From an optimization exercise on the open Yosys and OpenROAD flow, aimed at small area; shortcuts taken in it are not production practice. RTL that was checked went through simulation tests only; none was proved equivalent to the original. No functional check of the RTL was part of run 1. Power and IR drop assume default switching activity.

$ cat config.mk
export PLATFORM = sky130hd
export DESIGN_NAME = lottery
export DESIGN_NICKNAME = lottery
export VERILOG_FILES = /design/flow/design.v
export SDC_FILE = /design/flow/constraint.sdc
export NUM_CORES = 4
export LEC_CHECK = 0
export CAP_MARGIN = 0
export CORE_MARGIN = 2
export CORE_UTILIZATION = 40
export GPL_TIMING_DRIVEN = 0
export PLACE_DENSITY = 0.6
export SLEW_MARGIN = 0
$ cat constraint.sdc
create_clock -name core_clock -period 15.0 [get_ports {clk}]
set_input_delay 3.0000 -clock core_clock [delete_from_list [all_inputs] [get_ports {clk}]]
set_output_delay 3.0000 -clock core_clock [all_outputs]
set_load 0.01 [all_outputs]
$ cat design.v
module lottery(
	input clk,
	input [4:0] W1, W2, W3, W4, N_in,
	input reset, scan,
	output SYSRDY, winner, not_a_win, RD_ERR,
	output [2:0] Eur100,
	output [3:0] Eur010, Eur001
);
	assign RD_ERR = err;
	assign SYSRDY = (W1 != 0) && (W2 != 0) && (W3 != 0) && (W4 != 0) &&
	                (W1 != W2) && (W1 != W3) && (W1 != W4) &&
	                (W2 != W3) && (W2 != W4) && (W3 != W4);
	reg [4:0] b1, b2, b3;    
	reg [2:0] line;          
	reg [1:0] n;             
	reg [1:0] h;             
	reg err, f;              
	reg [2:0] sh;            
	reg [3:0] st;            
	reg [2:0] sq;            
	reg sr;                  
	wire rd   = scan && SYSRDY && (N_in != 0);
	wire dup1 = (N_in == b1);
	wire dup2 = (N_in == b2);
	wire dup3 = (N_in == b3);
	wire dup  = (n[1] | n[0]) & dup1 | n[1] & dup2 | n[1] & n[0] & dup3;
	wire take = rd && (line != 0) && !dup;             
	wire hit  = (N_in == W1) || (N_in == W2) || (N_in == W3) || (N_in == W4);
	wire [2:0] hn = (n == 0) ? {2'b0, hit} : {1'b0, h} + {2'b0, hit};
	wire add  = take && (n == 3) && !f;                
	wire p1   = add && (hn == 1);                      
	wire p5   = add && (hn >= 2);                      
	wire p20  = add && (hn >= 3);                      
	wire p100 = add && hn[2];                          
	wire       qw = p1 & sq[2];                        
	wire [2:0] qn = p1 ? {sq[1] & sq[0], sq[1] ^ sq[0], ~sq[0] & ~sq[2]} : sq;
	wire       rt = p5 | qw;                           
	wire       uc = sr & rt;                           
	wire [2:0] k  = st[3:1];
	wire       ke = uc & st[0];                        
	wire       k1 = p20 ^ ke;                          
	wire       k2 = p20 & ke;                          
	wire [2:0] kp1 = {k[1] & k[0], k[1] ^ k[0], ~k[0] & ~k[2]};
	wire [2:0] kp2 = {k[1] & ~k[0], ~k[1] & ~k[2], (k[0] & ~k[1]) | k[2]};
	wire [2:0] kn = k2 ? kp2 : k1 ? kp1 : k;
	wire       tc = k2 ? (k[2] | (k[1] & k[0])) : k1 & k[2];
	wire [3:0] tn = {kn, st[0] ^ uc};
	wire [2:0] hs = sh + p100 + tc;
	always @(posedge clk or negedge reset) begin
		if (!reset) begin
			line <= 0;
			n <= 0;
			err <= 0;
			f <= 0;
		end
		else if (scan && SYSRDY) begin
			if (N_in == 0)
				err <= 1;
			else if (line == 0) begin
				if (N_in > 6)
					err <= 1;
				else begin
					line <= N_in[2:0];
					err <= 0;
				end
			end
			else if (dup)
				err <= 1;
			else begin
				n <= n + 1;
				if (n != 0)
					err <= 0;
				if (n == 3) begin
					line <= {line[2] & (line[1] | line[0]), line[1] ~^ line[0], ~line[0]};
					if (!line[2] && !line[1])
						f <= 1;
				end
			end
		end
	end
	always @(posedge clk) begin
		if (take) begin
			b1 <= N_in;
			b2 <= b1;
			b3 <= b2;
			h <= (n == 0) ? {1'b0, hit} : {h[1] | (h[0] & hit), h[0] ^ hit};
		end
	end
	wire clr = rd && (line == 0) && !f;
	reg [2:0] shi, sqi;
	reg [3:0] sti;
	reg sri;
	always @(*) begin
		sh = ~shi;
		st = ~sti;
		sq = ~sqi;
		sr = ~sri;
	end
	always @(posedge clk) begin
		if (clr) begin
			shi <= 3'b111;
			sti <= 4'b1111;
			sqi <= 3'b111;
			sri <= 1'b1;
		end
		else begin
			shi <= ~hs;
			sti <= ~tn;
			sqi <= ~qn;
			sri <= ~(sr ^ rt);
		end
	end
	wire [3:0] su = sr ? {sq[2] | (sq[1] & sq[0]), ~sq[2] & ~(sq[1] & sq[0]), sq[0] ^ sq[1], ~sq[0]} : {1'b0, sq};
	wire nz = (sh != 0) || (st != 0) || (sq != 0) || sr;
	assign winner    = f & nz;
	assign not_a_win = f & !nz;
	assign Eur100 = f ? sh : 3'd0;
	assign Eur010 = f ? st : 4'd0;
	assign Eur001 = f ? su : 4'd0;
endmodule
$ cat flow/run.sh
#!/bin/bash
# The standard synthesis, its combinational logic mapped again for area by ABC
# (flip-flops untouched), then the standard layout with the smallest buffer on
# every input and output port and a small clock tree.
# ABC runs with sixteen seeds; the four smallest netlists are each taken through
# placement, clock tree and global routing in a trial folder (the repairs there
# can add buffers), and the one with the smallest cell area is laid out.
# Each tool's output goes to a log file here or in the trial folders.
set -euo pipefail
R=orfs/results/$FLOW_PLATFORM/lottery/base
export LIB=$FLOW_HOME/platforms/$FLOW_PLATFORM/lib/sky130_fd_sc_hd__tt_025C_1v80.lib
CTS="-sink_clustering_enable -repair_clock_nets -dont_use_dummy_load -buf_list sky130_fd_sc_hd__clkbuf_4 -sink_clustering_size 35 -sink_clustering_max_diameter 500"
BUFS="-buffer_cell sky130_fd_sc_hd__buf_1"

bash standard.sh synth > make_synth.log 2>&1
cp $R/1_2_yosys.v standard_synth.v
python3 flow/mkmodels.py $LIB models.v > mkmodels.log 2>&1
export ABC_DONT_USE="$(for c in $(sed -n '/^export DONT_USE_CELLS/,/^$/p' $FLOW_HOME/platforms/$FLOW_PLATFORM/config.mk | grep -o 'sky130_fd_sc_hd__[a-z0-9_]*'); do printf -- '-dont_use %s ' $c; done)"
for batch in "1 2 3 4" "5 6 7 8" "9 10 11 12" "13 14 15 16"; do
  for s in $batch; do
    printf 'strash\n&get -n\n&deepsyn -T 20 -S %s\n&put\ndch -f\namap\ntopo\n' $s > resynth_$s.abc
    ABC_SCRIPT=resynth_$s.abc NETLIST_IN=standard_synth.v NETLIST_OUT=resynth_$s.v yosys -c flow/resynth.tcl > yosys_resynth_$s.log 2>&1 &
  done
  wait || true
done
for s in $(seq 1 16); do
  a=$(grep -o "Chip area for module '.lottery': [0-9.]*" yosys_resynth_$s.log | awk '{print $NF}' || true)
  [[ -n "$a" && -s resynth_$s.v ]] && echo "$a $s"
done | sort -n -k1,1 -u | head -4 > resynth_top.txt

# trial layouts up to global routing, in folders of their own
for s in $(awk '{print $2}' resynth_top.txt); do
  (
    T=$PWD/trial_$s
    mkdir -p $T
    sed -e "s#WORK_HOME=[^ ]*#WORK_HOME=$T/orfs#" -e '/^if \[\[/,$d' standard.sh > $T/trial.sh
    TR=$T/orfs/results/$FLOW_PLATFORM/lottery/base
    bash $T/trial.sh synth > $T/make_synth.log 2>&1
    cp resynth_$s.v $TR/1_2_yosys.v
    rm -f $TR/1_synth.odb $TR/1_synth.sdc
    bash $T/trial.sh BUFFER_PORTS_ARGS="$BUFS" CTS_ARGS="$CTS" grt > $T/make_grt.log 2>&1
    printf 'read_db %s\nreport_design_area\n' $TR/5_1_grt.odb > $T/area.tcl
    openroad -no_init -exit $T/area.tcl > $T/area.log 2>&1
  ) &
done
wait || true
best=$(for s in $(awk '{print $2}' resynth_top.txt); do
  a=$(grep -o "Design area [0-9.]*" trial_$s/area.log | awk '{print $3}' || true)
  [[ -n "$a" ]] && echo "$a $s"
done | sort -n | head -1 | awk '{print $2}')
[[ -n "$best" ]] || best=$(head -1 resynth_top.txt | awk '{print $2}')
{ echo "kept ABC run $best"; cat resynth_top.txt; grep -H "Design area" trial_*/area.log || true; } > resynth_choice.log

cp resynth_$best.v $R/1_2_yosys.v
rm -f $R/1_synth.odb $R/1_synth.sdc
bash standard.sh BUFFER_PORTS_ARGS="$BUFS" CTS_ARGS="$CTS" finish > make_finish.log 2>&1
$ cat flow/mkmodels.py
# Write Verilog models of the combinational cells of a liberty file: mkmodels.py LIB OUT
import re, sys
txt = open(sys.argv[1]).read()
out = []
for c in re.split(r'\n\s*cell\s*\(', txt)[1:]:
    name = c.split(')')[0].strip().strip('"')
    if re.search(r'\b(ff|latch|statetable)\s*\(', c):
        continue
    pins = re.findall(r'pin\s*\(\s*"?(\w+)"?\s*\)\s*\{(.*?)\n\s{8}\}', c, re.S)
    ins, outs = [], []
    for p, body in pins:
        d = re.search(r'direction\s*:\s*"?(\w+)"?', body)
        if not d:
            continue
        if d.group(1) == 'input':
            ins.append(p)
        elif d.group(1) == 'output':
            f = re.search(r'function\s*:\s*"([^"]*)"', body)
            if not f:
                outs = None
                break
            outs.append((p, f.group(1)))
    if not outs:
        continue
    def conv(f):
        f = f.replace('!', '~').replace('*', '&').replace('+', '|')
        f = re.sub(r'(\w|\))\s+(?=[\w(~])', r'\1 & ', f)
        return f
    out.append('module %s(%s);' % (name, ', '.join(ins + [o for o, _ in outs])))
    for i in ins:
        out.append('  input %s;' % i)
    for o, f in outs:
        out.append('  output %s;' % o)
        out.append('  assign %s = %s;' % (o, conv(f)))
    out.append('endmodule')
open(sys.argv[2], 'w').write('\n'.join(out) + '\n')
$ cat flow/resynth.tcl
# Re-map the combinational logic of the standard synthesis netlist for area.
# The flip-flops stay as they are (same instances, names and cell types): the
# cell library is read as black boxes, then the combinational cells are replaced
# by their logic functions (models.v), flattened and mapped again by ABC.
yosys read_liberty -lib $::env(LIB)
yosys read_verilog -overwrite models.v
yosys read_verilog $::env(NETLIST_IN)
yosys hierarchy -top $::env(FLOW_TOP)
yosys flatten
yosys techmap
yosys opt -purge
yosys abc -liberty $::env(LIB) {*}$::env(ABC_DONT_USE) -script $::env(ABC_SCRIPT)
yosys opt_clean -purge
yosys hilomap -singleton -hicell sky130_fd_sc_hd__conb_1 HI -locell sky130_fd_sc_hd__conb_1 LO
yosys splitnets
yosys opt_clean -purge
yosys hierarchy -top $::env(FLOW_TOP)
yosys stat -liberty $::env(LIB)
yosys write_verilog -noattr -nohex -nodec $::env(NETLIST_OUT)
$ cat standard.sh
#!/bin/bash
# synth_recipe.tcl (not shown) runs the flow's synth.tcl, then flattens the netlist and writes it again
# the make line also repeats each setting of config.mk as NAME=value (left out here)
make -C /OpenROAD-flow-scripts/flow DESIGN_CONFIG=/design/flow/config.mk WORK_HOME=/design/flow/orfs CLKGATE_MAP_FILE= SYNTH_SCRIPT=/design/flow/synth_recipe.tcl "${@:-finish}"
==> reports/metrics.yaml, run 1 <==
run_status: "no timing/DRC/antenna violations"
nets: 344
die_area_um2: 6070
gp_congestion: 0.957
cp.required_ps: 15240
crit_chain: "buf_1 > clkinv_1 > o22ai_1 > a221oi_1 > o221ai_1 > a2111oi_0 > a221o_1 > nor4_1 > nand2_1 > nor2_2 > nand2_1 > nor2_1 > clkinv_1 > or3_1 > or2_0 > nor2_1 > clkinv_1 > nor2_1 > a22oi_1 > nor2_1 > a21oi_1 > or2_0 > a21oi_1 > o21ai_0"
endpoint_kind: "flop"
preCtsSetupSlack_ps: 6560
power_leakage_uw: 0.000761
start_kind: "input pin"
fmax_ghz: 0.120
powerDensity_nw_per_um2: 99.2
coreArea_um2: 5170
clock-sinks: 35
p_int_uw: 161
max_cap_viol_count: 0
num_io_pins: 43
hold_viol: 0
timing.hold.ws_ps: 481
rsz0062_at_grt: "no"
syn_to_final_growth_pct: 13.1
vias_per_cell: 6.07
port_buffers: 42
top_layer: "met4"
dp_hpwl_mm: 4.83
totalWireLength_mm: 6.42
post-cts-setup-buffer-count: 0
antenna_found_initial: 0
postSynthAreaPerCell_um2: 8.18
relSlewSlack: 0.317
grt_pass1_wl_mm: 10.9
dieHeight_um: 77.9
cp.arrival_ps: 8540
final_util: 0.477
synthesis.nets: 295
synthesis.instances: 267
cts-buffers-inserted: 5
grt-ovfl-total: 0
swShare: 0.341
crit_path_max_incr_delay_ps: 780
clockPowerShare: 0.178
min_period_ps: 8300
cts.path.max_buffers: 2
hp-class: "flop to flop"
cts-resized-gates: 0
die_w_um: 77.9
finClkSkew_ps: 25.9
ctsHtreeMaxLevel: 2
drv_slew: 0
clkTransAtPathRegs_ps: 120
final_cell_mix: "clkinv_1, buf_1, nor2_1, o22ai_1, edfxtp_1"
critPathKind: "input pin to flop"
drt_iter0_markers: 133
power_frac_comb: 0.272
vdd_ir_drop_max_mv: 0.0449
cp_num_buf_inv: 4
grt_pass1_vias: 2336
layout_commonest_cell: "clkinv_1"
worst_slew_pin_slew_ps: 1010
met1Wirelength_mm: 2.87
wl_met3_um: 423
yosysWarnings: 1
cp_max_fo: 19
remaining_drc_errors: 0
path_delay_family: "simple AND/OR/NAND/NOR gates"
vias: 2331
grt_use_total: 0.225
wl_per_cell_um: 16.7
cts_tree: "done"
grt_max_degree: 20
p_sw_uw: 83.5
dr.pass1.iters: 7
hold_buffers: 0
syn_area_um2: 2180
cp_common_cell: "nor2_1"
fillers: 539
insertion_delay_ps: 340
row_count: 26
antenna_cells: 0
setup_viol: 0
initial_core_util: 0.422
detail-route-antenna-nets: 0
layout_setup_ws_ps: 6700
timing.final.crit_share: 0.553
tns_ps: 0
dr_wl_met2_mm: 2.89
slowest_stage: "nor4_1"
drive_above_1_share: 0.0191
pwr-share-seq: 0.550
clockRootBuffer: "clkbuf_4"
-- path summary, 6_finish.rpt --
| check | startpoint | end | slack (ps) | depth (start not counted) |
|---|---|---|---|---|
| max reg2reg | n[0]$_DFFE_PN0P_ | shi[2]$_SDFF_PP1_ | 10440 | 19 |
| max | W4[4] | shi[2]$_SDFF_PP1_ | 6700 | 24 |
| min in group asynchronous | reset | f$_DFFE_PN0P_ | 2540 | 1 |
| min | b1[1]$_DFFE_PN_ | b2[1]$_DFFE_PN_ | 480 | 0 |
| min reg2reg | b1[1]$_DFFE_PN_ | b2[1]$_DFFE_PN_ | 480 | 0 |
| max in group asynchronous | reset | line[0]$_DFFE_PN0P_ | 12150 | 1 |
-- power by group through the flow --
stage | Sequential (uW) | Clock (uW) | Combinational (uW)
final | 135 | 43.6 | 66.6
after global routing | 138 | 49.5 | 74.8
after CTS | 135 | 44.9 | 66.0
after detailed placement | 137 | 0 | 65.8
after global placement | 137 | 0 | 64.8
after floorplan | 134 | 0 | 43.8
-- worst reg2reg max path, stage by stage, from the launching register on --
cell,delay [ps]
dfrtp_1,450
nor2_1,200
a2111oi_0,100
a311oi_1,270
o21ai_0,180
nor2_2,730
nand2_1,210
nor2_1,240
clkinv_1,200
or3_1,390
or2_0,250
nor2_1,150
clkinv_1,120
nor2_1,150
a22oi_1,140
nor2_1,160
a21oi_1,70
or2_0,240
a21oi_1,150
o21ai_0,80
-- cell type report --
class | count | area, um^2 | area share
Timing Repair Buffer | 42 | 158 | 0.0639
Tap cell | 70 | 87.6 | 0.0355
Multi-Input combinational cell | 189 | 1120 | 0.453
Clock buffer | 5 | 37.5 | 0.0152
Sequential cell | 35 | 906 | 0.367
Inverter | 43 | 161 | 0.0654
-- routing by layer --
metal	global-route usage	up-vias
li1	-	1152
met1	0.284	1038
met2	0.366	117
met3	0.0430	24
met4	0.114	0
met5	0	-
-- per-stage QoR --
step / area (um^2) / power, uW / instances
after floorplan: 2180 / 178 / 267
after global placement: 2430 / 202 / 379
after detailed placement: 2430 / 203 / 379
after CTS: 2470 / 246 / 384
after global routing: 2470 / 262 / 384
final: 2470 / 245 / 384
==> run 2: changes to the inputs <==
--- a/design.v
+++ b/design.v
@@ -71,8 +71,8 @@
 				if (n != 0)
 					err <= 0;
 				if (n == 3) begin
-					line <= {line[2] & (line[1] | line[0]), line[1] ~^ line[0], ~line[0]};
-					if (!line[2] && !line[1])
+					line <= line - 1;
+					if (line == 1)
 						f <= 1;
 				end
 			end
--- a/flow/run.sh
+++ b/flow/run.sh
@@ -2,7 +2,7 @@
 # The standard synthesis, its combinational logic mapped again for area by ABC
 # (flip-flops untouched), then the standard layout with the smallest buffer on
 # every input and output port and a small clock tree.
-# ABC runs with sixteen seeds; the four smallest netlists are each taken through
+# ABC runs with 32 seeds; the six smallest netlists are each taken through
 # placement, clock tree and global routing in a trial folder (the repairs there
 # can add buffers), and the one with the smallest cell area is laid out.
 # Each tool's output goes to a log file here or in the trial folders.
@@ -16,17 +16,17 @@
 cp $R/1_2_yosys.v standard_synth.v
 python3 flow/mkmodels.py $LIB models.v > mkmodels.log 2>&1
 export ABC_DONT_USE="$(for c in $(sed -n '/^export DONT_USE_CELLS/,/^$/p' $FLOW_HOME/platforms/$FLOW_PLATFORM/config.mk | grep -o 'sky130_fd_sc_hd__[a-z0-9_]*'); do printf -- '-dont_use %s ' $c; done)"
-for batch in "1 2 3 4" "5 6 7 8" "9 10 11 12" "13 14 15 16"; do
+for batch in "1 2 3 4" "5 6 7 8" "9 10 11 12" "13 14 15 16" "17 18 19 20" "21 22 23 24" "25 26 27 28" "29 30 31 32"; do
   for s in $batch; do
     printf 'strash\n&get -n\n&deepsyn -T 20 -S %s\n&put\ndch -f\namap\ntopo\n' $s > resynth_$s.abc
     ABC_SCRIPT=resynth_$s.abc NETLIST_IN=standard_synth.v NETLIST_OUT=resynth_$s.v yosys -c flow/resynth.tcl > yosys_resynth_$s.log 2>&1 &
   done
   wait || true
 done
-for s in $(seq 1 16); do
+for s in $(seq 1 32); do
   a=$(grep -o "Chip area for module '.lottery': [0-9.]*" yosys_resynth_$s.log | awk '{print $NF}' || true)
   [[ -n "$a" && -s resynth_$s.v ]] && echo "$a $s"
-done | sort -n -k1,1 -u | head -4 > resynth_top.txt
+done | sort -n -k1,1 -u | head -6 > resynth_top.txt
 
 # trial layouts up to global routing, in folders of their own
 for s in $(awk '{print $2}' resynth_top.txt); do
==> run 2 against run 1 <==
Count of clock-buffer cells in the layout unchanged. Still clean. Core utilization is 0.12 points lower. Register-to-register slack better by 190 ps. Sequential power hardly changed. Non-clock buffer count is the same. Synthesized cell count shrank 1.5%. Synthesized area fell by 0.29%. Critical path type is now input pin to output port. Design area down 0.25%. Largest cell class unchanged.
==> reports/metrics.yaml, run 2 <==
run_status: "no timing/DRC/antenna violations"
nets: 340
grt_max_degree: 20
grt_pass1_wl_mm: 10.1
clockPowerShare: 0.178
start_kind: "input pin"
grt_pass1_vias: 2129
port_buffers: 42
crit_path_max_incr_delay_ps: 600
fillers: 530
die_area_um2: 6050
grt_use_total: 0.211
grt-ovfl-total: 0
endpoint_kind: "output port"
clockRootBuffer: "clkbuf_4"
pwr-share-seq: 0.549
power_leakage_uw: 0.000757
synthesis.nets: 291
p_int_uw: 162
num_io_pins: 43
post-cts-setup-buffer-count: 0
swShare: 0.336
dieHeight_um: 77.8
cts-buffers-inserted: 5
vias_per_cell: 6.04
syn_area_um2: 2180
hp-class: "flop to flop"
hold_viol: 0
relSlewSlack: 0.255
die_w_um: 77.8
p_sw_uw: 82.0
drv_slew: 0
cts-resized-gates: 0
power_frac_comb: 0.273
vdd_ir_drop_max_mv: 0.0487
max_cap_viol_count: 0
finClkSkew_ps: 34.1
dr.pass1.iters: 4
initial_core_util: 0.421
multiInputGateArea_um2: 1130
layout_commonest_cell: "buf_1"
final_cell_mix: "buf_1, nor2_1, clkinv_1, o22ai_1, nand2_1"
powerDensity_nw_per_um2: 99.1
insertion_delay_ps: 340
fmax_ghz: 0.122
cp_max_fo: 7
place_area_um2: 2420
hold_buffers: 0
gp_congestion: 0.955
vias: 2297
path_delay_family: "simple AND/OR/NAND/NOR gates"
cp.arrival_ps: 5170
postSynthAreaPerCell_um2: 8.28
ctsHtreeMaxLevel: 2
seqCellArea_um2: 906
remaining_drc_errors: 0
hold_path_depth: 1
wl_per_cell_um: 16.0
worstRegToRegCells: 18
critPathKind: "input pin to output port"
synthesis.instances: 263
drive_above_1_share: 0.0194
cts_tree: "done"
antenna_found_initial: 0
cp.required_ps: 12000
rsz0062_at_grt: "no"
timing.final.crit_share: 0.545
antenna_cells: 0
min_period_ps: 8170
crit_chain: "buf_1 > clkinv_1 > nand2_1 > nor4_1 > or4_1 > nor4_1 > nor4b_1 > buf_1"
crit_cells: 8
slowest_stage: "nor4b_1"
tns_ps: 0
clock-sinks: 35
cts.path.max_buffers: 2
setup_viol: 0
drt_iter0_markers: 184
row_count: 26
totalWireLength_mm: 6.09
cp_num_buf_inv: 3
coreArea_um2: 5170
clkTransAtPathRegs_ps: 100
worst_slew_pin_slew_ps: 1090
detail-route-antenna-nets: 0
syn_to_final_growth_pct: 13.1
yosysWarnings: 1
dp_hpwl_mm: 4.54
fin_area_um2: 2460
run 2: cell types whose count changed in the layout (fill, tap and decap cells not counted), moves of 3 or more:
cell,before,now
o21ai_0,13,6
a21oi_1,9,12
a221o_1,5,2
clkinv_1,43,37
a22oi_1,4,1
nand2_1,11,22
a211oi_1,2,6
nor3_1,10,6
o22ai_1,36,28
o221ai_1,7,10
run 2: worst register-to-register path, delay by kind of cell (launching register included):
family / cells / cell delay [ps]
simple gates: 8 / 2270
compound gates: 9 / 1410
flops: 1 / 420
buf+inv: 1 / 180
run 2: stage by stage:
stage	util	worst slack, ps	hold slack [ps]	power (uW)	cells
5_1_grt	0.476	6310	497	262	380
4_1_cts	0.476	6820	482	245	380
6_report	0.476	6830	483	244	380
3_5_place_dp	0.469	6570	464	202	375
2_1_floorplan	-	7430	445	178	263
3_3_place_gp	0.468	6120	461	201	375
run 2: final timing paths:
path / slack [ps] / from / to
setup / recovery: 6830 / W3[1] / SYSRDY
hold / removal: 480 / line[2]$_DFFE_PN0P_ / f$_DFFE_PN0P_
setup reg to reg: 10630 / b2[4]$_DFFE_PN_ / shi[2]$_SDFF_PP1_
hold reg to reg: 480 / line[2]$_DFFE_PN0P_ / f$_DFFE_PN0P_
max in group asynchronous: 12140 / reset / n[1]$_DFFE_PN0P_
min in group asynchronous: 2560 / reset / err$_DFFE_PN0P_
run 2: area by class of cell:
cell class,count,area share
tap,70,0.0356
sequential,35,0.368
inverter,37,0.0564
timing repair buffer,42,0.0640
multi-input combinational,191,0.461
clock buffer,5,0.0152
run 2: power by group through the flow:
stage | Combinational (uW) | Sequential, uW | Clock [uW]
final | 66.5 | 134 | 43.5
after global placement | 65.0 | 136 | 0
after floorplan | 44.1 | 134 | 0
after detailed placement | 65.8 | 136 | 0
after global routing | 75.0 | 137 | 49.8
after CTS | 66.0 | 134 | 45.0
run 2: routing by layer:
layer | share of wire | vias to the layer above | track usage
met5 | 0 | - | 0
met1 | 0.48 | 1051 | 0.313
li1 | - | 1148 | -
met4 | 0.023 | 0 | 0.0821
met3 | 0.059 | 13 | 0.0384
met2 | 0.44 | 85 | 0.299

[afterwards: timing with drivers on the ports]
No port has a modelled driver above. Below, the same layouts with a new extraction and two added sets of constraints.
Step 1, drivers: a clkbuf_16 drives clk and a buf_2 each remaining input, both assumed.
Step 2 adds t to the input delays and takes it off the output delays; t is the mean of the earliest and latest rising clock arrival at the registers after step 1. Input paths then give back, and output paths get back, about the clock's delay inside the block.
Slacks: ideal / step 1 / step 2; pairs: ideal / step 1.
run | shift t [ns] | setup slack, ns | clock arrival spread, ns | worst register clock-pin slew, ns | worst slew at a driven data input, ns
run 1 | 0.353 | 6.698 / 6.699 / 6.346 | 0.026 / 0.026 | 0.12 / 0.12 | 0.04
run 2 | 0.345 | 6.830 / 6.805 / 6.589 | 0.034 / 0.034 | 0.10 / 0.10 | 0.04
After both steps setup and hold are still met in every run listed. The setup slack of run 1, which loses most, moves by +0.001 ns with the drivers and by -0.352 ns with both steps.
